Source: an optimization exercise on an open RTL-to-GDS flow (aim: small area, a short achievable clock period and few clock cycles). Production flows keep margins and buffers that such runs may drop. Where RTL was checked, it was by simulation tests only, not by an equivalence proof against the original. Only the layout flow was run in runs 2 and 3; the RTL was not checked for function there. Power figures rest on the tool's default switching activity, not on a simulated workload.

--- flow/run.sh ---
#!/bin/bash
# Standard layout, with plain buffers on the ports, closer port pins, a
# clock tree without dummy loads and timing repair aimed at a larger setup
# margin. The whole ORFS output goes to standard_flow.log.
set -euo pipefail
bash standard.sh "BUFFER_PORTS_ARGS=-buffer_cell sky130_fd_sc_hd__buf_1" \
  "CTS_ARGS=-sink_clustering_enable -repair_clock_nets -dont_use_dummy_load -buf_list sky130_fd_sc_hd__clkbuf_8 -root_buf sky130_fd_sc_hd__clkbuf_16 -sink_clustering_size 16 -sink_clustering_max_diameter 60" \
  "PLACE_PINS_ARGS=-min_distance 1 -min_distance_in_tracks" \
  SETUP_SLACK_MARGIN=6.9 finish > standard_flow.log 2>&1
--- config.mk ---
export PLATFORM = sky130hd
export DESIGN_NAME = L1_cache
export DESIGN_NICKNAME = L1_cache
export VERILOG_FILES = /design/flow/design.v
export SDC_FILE = /design/flow/constraint.sdc
export NUM_CORES = 4
export LEC_CHECK = 0
export ABC_AREA = 1
export CAP_MARGIN = 5
export CORE_AREA = 4 4 181 181
export DIE_AREA = 0 0 185 185
export PLACE_DENSITY = 0.75
export SLEW_MARGIN = 5
--- constraint.sdc ---
create_clock -name core_clock -period 10.0 [get_ports {clk}]
set_input_delay 2.0000 -clock core_clock [delete_from_list [all_inputs] [get_ports {clk}]]
set_output_delay 2.0000 -clock core_clock [all_outputs]
set_load 0.01 [all_outputs]
--- standard.sh ---
#!/bin/bash
# synth_recipe.tcl (not shown) runs the flow's synth.tcl, then flattens the netlist and writes it again
# the make line also repeats each setting of config.mk as NAME=value (left out here)
make -C /OpenROAD-flow-scripts/flow DESIGN_CONFIG=/design/flow/config.mk WORK_HOME=/design/flow/orfs CLKGATE_MAP_FILE= SYNTH_SCRIPT=/design/flow/synth_recipe.tcl "${@:-finish}"
--- design.v ---
module L1_cache
(
	input clk,
	input rst,
	input [31:0] mem_address, mem_wdata,
	input logic mem_read, mem_write,
	input [3:0] mem_byte_enable,
	output [31:0] mem_rdata,
	output logic mem_resp,
	input logic pmem_resp,
	input [255:0] pmem_rdata,
	output pmem_read, pmem_write,
	output logic [31:0] pmem_address,
	output [255:0] pmem_wdata
);
logic [255:0] line;
logic [26:0] tag;
logic valid, dirty;
logic [7:0] wsel;      
logic [3:0] wbe;       
logic [31:0] rdata_q;  
logic [3:0] s, o;
wire req     = mem_read | mem_write;
wire cidle   = ~(s[3] | s[1] | s[0]);
wire hit     = valid & (tag == mem_address[31:5]);
wire st_done = s[1] & (|wbe);       
function automatic logic [3:0] next(input logic [3:0] q, input logic rq,
	input logic ht, input logic dn, input logic pr);
	logic rd, wr, rs, pd, cidle, miss, rd_start;
	{rd, wr, rs, pd} = q;
	cidle = ~(rd | rs | pd);
	miss = cidle & rq & ~ht;
	rd_start = (miss & ~dn) | (pd & wr & pr);
	next[3] = rd ? ~pr : rd_start;
	next[2] = wr ? ~pr : ((~rd | pr) & dn);
	next[1] = (cidle & rq & ht) | (rd & pr);
	next[0] = pd ? ~(wr & pr) : (miss & dn);
endfunction
wire st_hit  = cidle & mem_write & (|mem_byte_enable) & hit;
wire st_fill = s[3] & pmem_resp & (|wbe);
wire dirty_n = st_done | st_hit | st_fill | (dirty & ~(s[2] & pmem_resp));
always_ff @(posedge clk) begin
	if (rst) begin
		s <= 4'b0;
		o <= 4'b0;
		valid <= 1'b0;
		dirty <= 1'b0;
	end else begin
		s <= next(s, req, hit, dirty_n, pmem_resp);
		o <= next(o, req, hit, dirty_n, pmem_resp);
		dirty <= dirty_n;
		if (s[3] & pmem_resp) valid <= 1'b1;
		else if (cidle & ~req & ~dirty_n) valid <= 1'b0;
	end
end
assign pmem_read    = o[3];
assign pmem_write   = o[2];
assign mem_resp     = o[1];
assign pmem_address = {tag, 5'b0};
assign pmem_wdata   = line;
assign mem_rdata    = rdata_q;
always_ff @(posedge clk) begin
	if (cidle) begin
		for (int w = 0; w < 8; w++)
			wsel[w] <= (mem_address[4:2] == 3'(w));
		wbe <= mem_write ? mem_byte_enable : 4'b0;
	end
	if ((cidle & ~dirty_n) | (s[0] & s[2] & pmem_resp))
		tag <= mem_address[31:5];
end
logic [255:0] line_d;
always_comb begin
	for (int k = 0; k < 32; k++) begin
		logic m, f, h;
		m = wsel[k / 4] & wbe[k % 4] & (s[3] | s[1]);
		f = s[3] & ~m;
		h = ~s[3] & ~m;
		line_d[8*k +: 8] = ({8{m}} & mem_wdata[8*(k%4) +: 8])
		                 | ({8{f}} & pmem_rdata[8*k +: 8])
		                 | ({8{h}} & line[8*k +: 8]);
	end
end
always_ff @(posedge clk)
	line <= line_d;
logic [7:0] rsel;
logic [31:0] rdata_d;
always_comb begin
	for (int w = 0; w < 8; w++)
		rsel[w] = cidle ? (mem_address[4:2] == 3'(w)) : wsel[w];
	rdata_d = '0;
	for (int w = 0; w < 8; w++)
		rdata_d = rdata_d | ({32{rsel[w]}} & line_d[32*w +: 32]);
end
always_ff @(posedge clk)
	rdata_q <= rdata_d;
endmodule
==> impl_metrics.tcl, run 1 <==
set metrics [dict create \
    status "no timing/DRC/antenna violations" \
    path_max_fanout 3 \
    finalCritPeriodShare_pct 31.4 \
    peakVddDrop_mv 0.173 \
    clkPwrFrac_pct 11.3 \
    synth-compound-area-share_pct 14.1 \
    htreeDepth 1 \
    vias 17000 \
    most-common-layout-cells "nand2_1 (917), buf_1 (505), dfxtp_1 (288), o211ai_1 (232), nor2_1 (134)" \
    synth_edf_count 31 \
    hold_viol 0 \
    skew_ns 0.0595 \
    async_reset_ff_share_pct 0 \
    synth-xor-area-share_pct 0.728 \
    tns_ns 0 \
    synth-simple-area-share_pct 31.6 \
    ys_warn_count 1 \
    grt_pass1_vias 16000 \
    cts_tree "yes" \
    slowest_stage "edfxtp_1" \
    worstMarginPinSlew_ns 1.29 \
    crit_required_ns 8.00 \
    p_sw_share_pct 47.5 \
    synth_top_family_by_area "simple AND/OR/NAND/NOR gates" \
    dp_hpwl_um 48500 \
    core_sq_um 30700 \
    synth_fa_ha_area_share_pct 0 \
    design_power_total_uw 6770 \
    hold_class "flip-flop to flip-flop" \
    track_usage_pct 34.3 \
    area_delta_synth_final_pct 26.3 \
    drt_wl_total_um 63500 \
    final_common_cell "nand2_1" \
    cts_root_buffer "clkbuf_16" \
    cp-start-kind "flip-flop" \
    yosysSeqAreaShare_pct 48.9 \
    grt_max_degree 50 \
    crit_buf_inv 1 \
    avgSynthCellArea_sq_um 7.33 \
    antenna_found_initial 9 \
    std_cell_rows 64 \
    fp.dieW_um 185 \
    holdBufCountCts 0 \
    clockBufferDepth 3 \
    switching_power_uw 3220 \
    clock-sinks 337 \
    cp_top_family "flip-flops" \
    worst_skew_pair.late_latency_ns 0.56 \
    port_buffers 644 \
    fin_nets 2963 \
    fin_cells 3033 \
    power_frac_comb_pct 51.5 \
    netlist_area_sq_um 14400 \
    setup_viol 0 \
    synthFlopType "dfxtp_1" \
    io_pins 652 \
    cts-buffers-inserted 31 \
    path_clk_slew_ns 0.09 \
    die_area_sq_um 34200 \
    synth.distinct_cells 28 \
    rsz0062_at_grt "true" \
    dp.cells 2974 \
    drtIter0Drc 1540 \
    dr.pass1.iters 5 \
    clock.fmax_mhz 319 \
    cp.arrival_ns 1.14 \
    synth_largest_area_cell "dfxtp_1" \
    finalCriticalPeriod_ns 3.14 \
    detail_route.wl_per_cell_um 20.9 \
    synth_top_area_share_pct 42.4 \
    syn_inst 1969 \
    drt.antenna.violating_nets 0 \
    crit_path_max_incr_delay_ns 0.46 \
    slew_viol_final 0 \
    cap_viol_max_count 0 \
    dieHeight_um 185 \
    via_per_inst 5.61 \
    synthMuxAreaShare_pct 0 \
    remaining_drc_errors 0 \
    drive_gt1_share_pct 9.31 \
    maxSlewHeadroom_pct 13.8 \
    cp-end-kind "primary output" \
    cp_cell_sequence "clkbuf_2" \
    power_density_nw_per_um2 371 \
    p_leak_uw 0.00779 \
    start_util_pct 47.0 \
    ys_top_cells_by_area "dfxtp_1 (42%), nand2_1 (24%), o211ai_1 (12%)" \
    synth_seq_cells 337 \
    power.internal_uw 3550 \
    place.gp.congestion 1.03 \
    grt_pass1_wl_um 91500 \
    overflow 0 \
    crit_type "flip-flop to primary output" \
    pwr-share-seq_pct 37.1 \
]
[timing repair]
action                     4_1_cts  5_1_grt
gates cloned                     1        1
resized for setup               78       93
buffers inserted                12        9
setup endpoints to repair      107      115
pin swaps                        3        1
[cell usage after synthesis, types with 2 or more instances]
library cell    n
a21oi_1        42
buf_2          13
buf_4           5
clkbuf_1       22
dfxtp_1       306
edfxtp_1       31
inv_1         125
nand2_1       920
nand3_1        85
nand4_1        13
nor2_1        136
nor2_4          4
nor4_1          2
o211ai_1      232
o21ai_0         3
o21ai_2         7
xnor2_1        12
[worst min-delay path, cell delays in order (launching register included)]
cell,delay [ns]
dfxtp_1,0.33
inv_1,0.05
a21oi_1,0.05
[power groups by stage]
stage          logic, uW  clock network (uW)  registers, uW
6_report            3490                 767           2510
5_1_grt             3800                 818           2560
4_1_cts             3350                 774           2480
3_5_place_dp        3210                   0           2510
3_3_place_gp        3150                   0           2510
2_1_floorplan       1680                   0           2740
[final cells by class]
type                       count  area [sq um]
antenna                        5          12.5
clock buffer                  31           460
fill                        3013         12500
inverter                     127           494
multi-input combinational   1469          6870
sequential                   337          7080
tap                          396           495
timing repair buffer         668          2820
[final timing paths]
check               from          endpoint  slack [ns]  depth (start not counted)
setup / recovery  tag[7]  pmem_address[12]        6.86                          1
hold / removal      s[2]              s[2]        0.47                          2
setup reg to reg    s[1]       rdata_q[14]        7.28                          9
hold reg to reg     s[2]              s[2]        0.47                          2
[cell families after synthesis]
| logic type | after synthesis |
|---|---|
| and+or+nand+nor | 1164 |
| DFF | 337 |
| AOI/OAI and AO/OA | 286 |
| buffers and inverters | 169 |
| xor gates and xnor gates | 12 |
| other | 1 |
[per-layer routing]
metal / global-route usage, % / wire (um) / share of wire, %
met1: 44.0 / 24600 / 39
met2: 52.3 / 27400 / 43
met3: 8.42 / 6660 / 10
met4: 20.7 / 4730 / 7.4
met5: 1.00 / 101 / 0.16
[flip-flops by register name, indices dropped and copies added, names as in the netlist]
signal,flops
s,4
rdata_q,32
valid,1
dirty,1
tag,27
wsel,8
line,256
o,4
wbe,4
[per-stage QoR]
| step | utilization, % | setup WS [ns] | area [sq um] | hold slack (ns) |
|---|---|---|---|---|
| final | 59.3 | 6.86 | 18200 | 0.473 |
| after global routing | 59.3 | 6.83 | 18200 | 0.491 |
| after CTS | 58.5 | 6.86 | 18000 | 0.470 |
| after detailed placement | 56.2 | 5.91 | 17300 | 0.456 |
| after global placement | 56.2 | 5.99 | 17300 | 0.452 |
| after floorplan | - | 6.57 | 14500 | 0.433 |
Testbench counts, summed over its fixed seeds: cycles 134,489.
==> run 2, diff against run 1 <==
--- a/design.v
+++ b/design.v
@@ -39,5 +39,6 @@
 wire st_hit  = cidle & mem_write & (|mem_byte_enable) & hit;
 wire st_fill = s[3] & pmem_resp & (|wbe);
-wire dirty_n = st_done | st_hit | st_fill | (dirty & ~(s[2] & pmem_resp));
+wire dirty_w = dirty & ~(s[2] & pmem_resp);    
+wire dirty_n = st_done | st_hit | st_fill | dirty_w;
 always_ff @(posedge clk) begin
 	if (rst) begin
@@ -51,5 +52,5 @@
 		dirty <= dirty_n;
 		if (s[3] & pmem_resp) valid <= 1'b1;
-		else if (cidle & ~req & ~dirty_n) valid <= 1'b0;
+		else if (cidle & ~req & ~dirty_w) valid <= 1'b0;
 	end
 end
@@ -66,5 +67,5 @@
 		wbe <= mem_write ? mem_byte_enable : 4'b0;
 	end
-	if ((cidle & ~dirty_n) | (s[0] & s[2] & pmem_resp))
+	if ((cidle & ~dirty_w) | (s[0] & s[2] & pmem_resp))
 		tag <= mem_address[31:5];
 end
==> run 2 against run 1 <==
Against the previous run: largest power group unchanged; die area stayed put; utilization is 0.46 points higher; worst setup slack better by 0.0039 ns; cell count is 1.4% higher; sequential power hardly changed; critical path type unchanged; routed wire length is 0.40% lower; clock skew is 0.018 ns lower; global-route usage is 0.095 points lower; design area is 0.78% higher; power hardly changed; worst hold slack worse by 0.0036 ns.
==> impl_metrics.tcl, run 2 <==
set metrics [dict create \
    dr.pass1.iters 6 \
    wl_met2_um 28700 \
    htreeDepth 1 \
    synth-simple-area-share_pct 32.4 \
    status "no timing/DRC/antenna violations" \
    clockBufferDepth 3 \
    cts_tree "yes" \
    crit_buf_inv 1 \
    synthTopCellsByCount "nand2_1 (948), dfxtp_1 (306), o211ai_1 (232), inv_1 (138), nor2_1 (112)" \
    cts_root_buffer "clkbuf_16" \
    avgSynthCellArea_sq_um 7.33 \
    core_sq_um 30700 \
    synth_fa_ha_area_share_pct 0 \
    power_density_nw_per_um2 368 \
    maxSlewHeadroom_pct 13.6 \
    clock-sinks 337 \
    crit_required_ns 8.00 \
    dp_hpwl_um 47900 \
    wl_met3_um 6700 \
    detail_route.wl_per_cell_um 20.6 \
    synth_top_area_share_pct 41.6 \
    path_max_fanout 3 \
    rsz0062_at_grt "true" \
    synth_seq_cells 337 \
    synth-xor-area-share_pct 0.357 \
    clock.fmax_mhz 319 \
    port_buffers 644 \
    area_delta_synth_final_pct 24.9 \
    slowest_stage "edfxtp_1" \
    wl_met1_um 24400 \
    cp_top_family "flip-flops" \
    worstMarginPinSlew_ns 1.29 \
    p_leak_uw 0.00799 \
    place.gp.congestion 1.03 \
    slew_viol_final 0 \
    cap_viol_max_count 0 \
    grt_max_degree 50 \
    grt_pass1_wl_um 91700 \
    top_register "line" \
    holdWs_ns 0.470 \
    highest_layer "met5" \
    std_cell_rows 64 \
    most-common-layout-cells "nand2_1 (948), buf_1 (522), dfxtp_1 (284), o211ai_1 (232), inv_1 (138)" \
    remaining_drc_errors 0 \
    synth.distinct_cells 27 \
    ys_top_cells_by_area "dfxtp_1 (42%), nand2_1 (24%), o211ai_1 (12%)" \
    largest_reg_flops 256 \
    setup_viol 0 \
    cp_cell_sequence "buf_6" \
    fin_nets 3005 \
    antenna_found_initial 10 \
    cp-end-kind "primary output" \
    regArea_sq_um 7090 \
    synth_largest_area_cell "dfxtp_1" \
    ys_warn_count 1 \
    drtIter0Drc 1244 \
    async_reset_ff_share_pct 0 \
    multi_input_area_sq_um 6960 \
    skew_ns 0.0413 \
    fill_cells 3003 \
    drt.antenna.violating_nets 0 \
    synthMuxAreaShare_pct 0 \
    netlist_area_sq_um 14700 \
    worst_skew_pair.late_latency_ns 0.54 \
    drt_wl_total_um 63300 \
    synth_edf_count 31 \
    synthFlopType "dfxtp_1" \
    cts-buffers-inserted 31 \
    overflow 0 \
    yosysMostFrequentCell "nand2_1" \
    reg_top3 "line: 256 flops, rdata_q: 32 flops, tag: 27 flops" \
    peakVddDrop_mv 0.241 \
    grt_pass1_vias 16200 \
    via_per_inst 5.52 \
    dieHeight_um 185 \
    finalCriticalPeriod_ns 3.13 \
    path_clk_slew_ns 0.10 \
    vias 17000 \
    cp-start-kind "flip-flop" \
    crit_type "flip-flop to primary output" \
    synth-compound-area-share_pct 13.8 \
    drive_gt1_share_pct 9.61 \
    io_pins 652 \
    synth_top_family_by_area "simple AND/OR/NAND/NOR gates" \
    tns_ns 0 \
    die_area_sq_um 34200 \
    cp.arrival_ns 1.13 \
    track_usage_pct 34.2 \
    fp.dieW_um 185 \
    finalCritPeriodShare_pct 31.3 \
    syn_inst 2008 \
    crit_path_max_incr_delay_ns 0.44 \
    final_common_cell "nand2_1" \
    yosysSeqAreaShare_pct 48.0 \
    hold_viol 0 \
    start_util_pct 47.8 \
    hold_class "flip-flop to flip-flop" \
]
[run 2: worst paths after layout]
check | cells past startpoint | slack [ns] | end | from
setup / recovery | 1 | 6.87 | pmem_address[19] | tag[14]
hold reg to reg | 2 | 0.47 | s[2] | s[2]
setup reg to reg | 10 | 7.08 | rdata_q[7] | s[3]
hold / removal | 2 | 0.47 | s[2] | s[2]
[run 2: kinds of logic (layout without fill, tap and decap cells)]
group | after synthesis | after routing
simple gates | 1195 | 1195
flops | 337 | 337
xor+xnor | 6 | 6
compound gates | 283 | 284
other cells | 1 | 10
buf+inv | 186 | 847
[run 2: routing by layer]
layer | vias to the layer above | track usage (%)
met4 | 10 | 17.3
met3 | 218 | 8.44
met1 | 7786 | 42.8
met5 | - | 0
met2 | 1067 | 55.1
li1 | 7905 | -
[run 2: layout make-up]
type                    instances  area share, %
multi-input cells            1490           37.9
inverters                     142           2.93
flip-flops and latches        337           38.6
repair buffers                674           15.4
diodes                          5         0.0681
clock buffers                  31           2.51
well taps                     396           2.70
[run 2: timing repair]
action | CTS | global route
cloned | 0 | 1
setup buffers | 16 | 12
hold buffers | 0 | 0
setup endpoints to repair | 52 | 156
pin swaps | 0 | 1
resized for setup | 35 | 118
[run 2: power breakdown]
part / switching, uW / internal (uW) / total, uW
Sequential: 423 / 2100 / 2520
Clock: 452 / 305 / 756
Combinational: 2350 / 1130 / 3480
[run 2: through the flow]
stage	instances	utilization (%)	instance area, sq um	total power, uW	setup WS, ns
final	3075	59.7	18400	6760	6.87
after global routing	3073	59.7	18400	7200	6.82
after CTS	3057	58.9	18100	6570	6.84
after detailed placement	3010	56.8	17500	5760	6.35
after global placement	3010	56.8	17500	5690	6.37
after floorplan	2012	-	14700	4460	6.92
==> run 3, diff against run 2 <==
--- a/design.v
+++ b/design.v
@@ -88,5 +88,5 @@
 always_comb begin
 	for (int w = 0; w < 8; w++)
-		rsel[w] = cidle ? (mem_address[4:2] == 3'(w)) : wsel[w];
+		rsel[w] = (mem_address[4:2] == 3'(w));
 	rdata_d = '0;
 	for (int w = 0; w < 8; w++)
==> run 3 against run 2 <==
Against the previous run: highest routed layer unchanged; worst setup slack lost 0.021 ns; maximum frequency decreased by 0.68%; sequential share of layout area up 0.42 points; combinational power down 6.9%; count of clock-buffer cells in the layout shrank 1; sequential power about the same.
==> impl_metrics.tcl, run 3 <==
set metrics [dict create \
    status "no timing/DRC/antenna violations" \
    ff2ff_path_depth 10 \
    antenna_found_initial 11 \
    drive_gt1_share_pct 7.95 \
    slowest_stage "edfxtp_1" \
    crit_type "flip-flop to primary output" \
    area_delta_synth_final_pct 26.2 \
    synth_top_area_share_pct 41.0 \
    wl_met1_um 24200 \
    grt_pass1_wl_um 91700 \
    crit_path_max_incr_delay_ns 0.45 \
    cts-buffers-inserted 30 \
    netlist_area_sq_um 14600 \
    cap_viol_max_count 0 \
    core_sq_um 30700 \
    die_area_sq_um 34200 \
    r2r_end "rdata_q[11]" \
    crit_required_ns 8.00 \
    maxSlewHeadroom_pct 43.7 \
    synth_edf_count 39 \
    cts_tree "yes" \
    design_power_total_uw 6540 \
    power.internal_uw 3480 \
    remaining_drc_errors 0 \
    synth_seq_cells 337 \
    clockBufferDepth 3 \
    drt.antenna.violating_nets 0 \
    port_buffers 644 \
    stdcell_area_sq_um 18400 \
    overflow 0 \
    grt_pass1_vias 16100 \
    power_frac_comb_pct 49.6 \
    dr.pass1.iters 5 \
    wl_met2_um 28700 \
    fp.dieW_um 185 \
    vias 17200 \
    async_reset_ff_share_pct 0 \
    syn_inst 2015 \
    hold_start "valid" \
    wl_met3_um 6900 \
    setup_viol 0 \
    std_cell_rows 64 \
    most-common-layout-cells "nand2_1 (985), buf_1 (541), dfxtp_1 (275), o211ai_1 (248), nor2_1 (156)" \
    ys_top_cells_by_area "dfxtp_1 (41%), nand2_1 (25%), o211ai_1 (13%)" \
    clock.fmax_mhz 317 \
    slew_viol_final 0 \
    power_density_nw_per_um2 356 \
    via_per_inst 5.55 \
    cp_top_family "flip-flops" \
    synthTopCellsByCount "nand2_1 (985), dfxtp_1 (298), o211ai_1 (248), nor2_1 (157), inv_1 (132)" \
    drtIter0Drc 1399 \
    htreeDepth 1 \
    place.gp.congestion 1.00 \
    path_max_fanout 3 \
    fin_nets 3023 \
    p_leak_uw 0.00805 \
    r2r_start "s[3]" \
    placed_cell_area_sq_um 17500 \
    cts_root_buffer "clkbuf_16" \
    clkPwrFrac_pct 11.4 \
    dieHeight_um 185 \
    highest_layer "met5" \
    synthFlopType "dfxtp_1" \
    clock-sinks 337 \
    grt_max_degree 68 \
    io_pins 652 \
    yosysMostFrequentCell "nand2_1" \
    top_register "line" \
    setup_ws_ns 6.85 \
    dp_hpwl_um 49200 \
    ys_warn_count 1 \
    cp.arrival_ns 1.15 \
    synth_largest_area_cell "dfxtp_1" \
    pwr-share-seq_pct 39.0 \
    hold_class "flip-flop to flip-flop" \
    hold_depth 2 \
    hold_viol 0 \
    path_clk_slew_ns 0.11 \
    track_usage_pct 34.5 \
    p_sw_share_pct 46.7 \
    start_util_pct 47.4 \
    tns_ns 0 \
    skew_ns 0.0597 \
    switching_power_uw 3050 \
    reg_top3 "line: 256 flops, rdata_q: 32 flops, tag: 27 flops" \
    avgSynthCellArea_sq_um 7.23 \
    largest_reg_flops 256 \
    holdPathEnd "valid" \
    finalCritPeriodShare_pct 31.5 \
    peakVddDrop_mv 0.191 \
    drt_wl_total_um 63800 \
    r2r_setup_slack_ns 7.15 \
    finalCriticalPeriod_ns 3.15 \
    cp_cell_sequence "clkbuf_2" \
    holdBufCountCts 0 \
    synth.distinct_cells 28 \
    worstMarginPinSlew_ns 0.844 \
    cp-end-kind "primary output" \
    final_common_cell "nand2_1" \
    worst_skew_pair.late_latency_ns 0.54 \
    pre_cts_slack_ns 6.10 \
    crit_buf_inv 1 \
    detail_route.wl_per_cell_um 20.6 \
    yosysSeqAreaShare_pct 49.0 \
    rsz0062_at_grt "true" \
    cp-start-kind "flip-flop" \
]
-- run 3: power groups by stage --
stage / Sequential, uW / Combinational [uW] / Clock [uW]
global route: 2590 / 3540 / 794
detailed placement: 2550 / 3000 / 0
floorplan: 2750 / 1560 / 0
global placement: 2540 / 2940 / 0
finish: 2550 / 3240 / 746
CTS: 2520 / 3080 / 750
-- run 3: worst max-delay path by stage --
stage	start	to	slack, ns	depth (start not counted)
finish	tag[15]	pmem_address[20]	6.85	1
CTS	tag[15]	pmem_address[20]	6.83	1
global route	tag[25]	pmem_address[30]	6.81	1
global placement	mem_address[3]	rdata_q[10]	6.17	8
detailed placement	mem_address[3]	rdata_q[15]	6.10	8
floorplan	pmem_resp	tag[0]	6.92	4
-- run 3: tightest hold or removal path, stage by stage (launching register included) --
cell and delay (ns):
dfxtp_1 0.33, nand2_1 0.06, a21oi_1 0.05
-- run 3: logic make-up (layout without fill, tap and decap cells) --
family	Yosys count	count (layout)	share of synthesized area [%]
compound gates	277	278	13.8
xor+xnor	3	3	0.180
buf+inv	178	850	4.78
flops	337	337	49.0
other cells	1	12	0.0258
simple gates	1219	1219	32.2
-- run 3: area by class of cell --
| class | count | area (sq um) |
|---|---|---|
| Sequential cell | 337 | 7170 |
| Antenna cell | 7 | 17.5 |
| Clock buffer | 30 | 447 |
| Timing Repair Buffer | 685 | 2910 |
| Inverter | 135 | 509 |
| Multi-Input combinational cell | 1505 | 6830 |
| Fill cell | 3026 | 12400 |
| Tap cell | 396 | 495 |
-- run 3: repair_timing --
action | 4_1_cts | 5_1_grt
gates cloned | 1 | 0
setup endpoints to repair | 109 | 139
pin swaps | 2 | 2
buffers inserted | 14 | 13
resized for setup | 52 | 93
hold endpoints to repair | 0 | 0
-- run 3: stage by stage --
stage	instances	hold slack [ns]	utilization [%]
after floorplan	2019	0.434	-
after CTS	3075	0.477	58.9
after global placement	3030	0.451	56.8
after detailed placement	3030	0.462	56.8
after global routing	3093	0.493	59.7
final	3095	0.473	59.8
-- run 3: per-layer routing --
| layer | GRT usage, % | vias to the layer above |
|---|---|---|
| met3 | 8.88 | 237 |
| met1 | 42.9 | 7873 |
| met5 | 0 | - |
| li1 | - | 7964 |
| met4 | 19.0 | 10 |
| met2 | 54.7 | 1095 |

-- afterwards: timing with drivers on the ports --
The results above use ideal ports. As a check the final layouts listed here were re-extracted and re-timed, cells and wires unchanged. Step 1 sets driving cells, clkbuf_16 on the clock port and buf_2 on the other inputs (assumed; they add their load-dependent delay and slew). Step 2 moves the port delays by t, midway between the first and last clock arrival at a register: inputs arrive t later, outputs are due t later. That takes back most of the time a late clock gives input paths. Three values: ideal, step 1, step 2; two values: the first two.
run	t (ns)	setup WS [ns]	pins driven straight from the clock port
run 1	0.573	6.863 / 6.812 / 6.335	1
run 2	0.562	6.867 / 6.819 / 6.401	1
run 3	0.552	6.846 / 6.800 / 6.422	1
After both steps setup and hold are still met in every run listed. For run 1, which loses most, drivers alone change the setup slack by -0.051 ns; drivers and shift together by -0.528 ns.
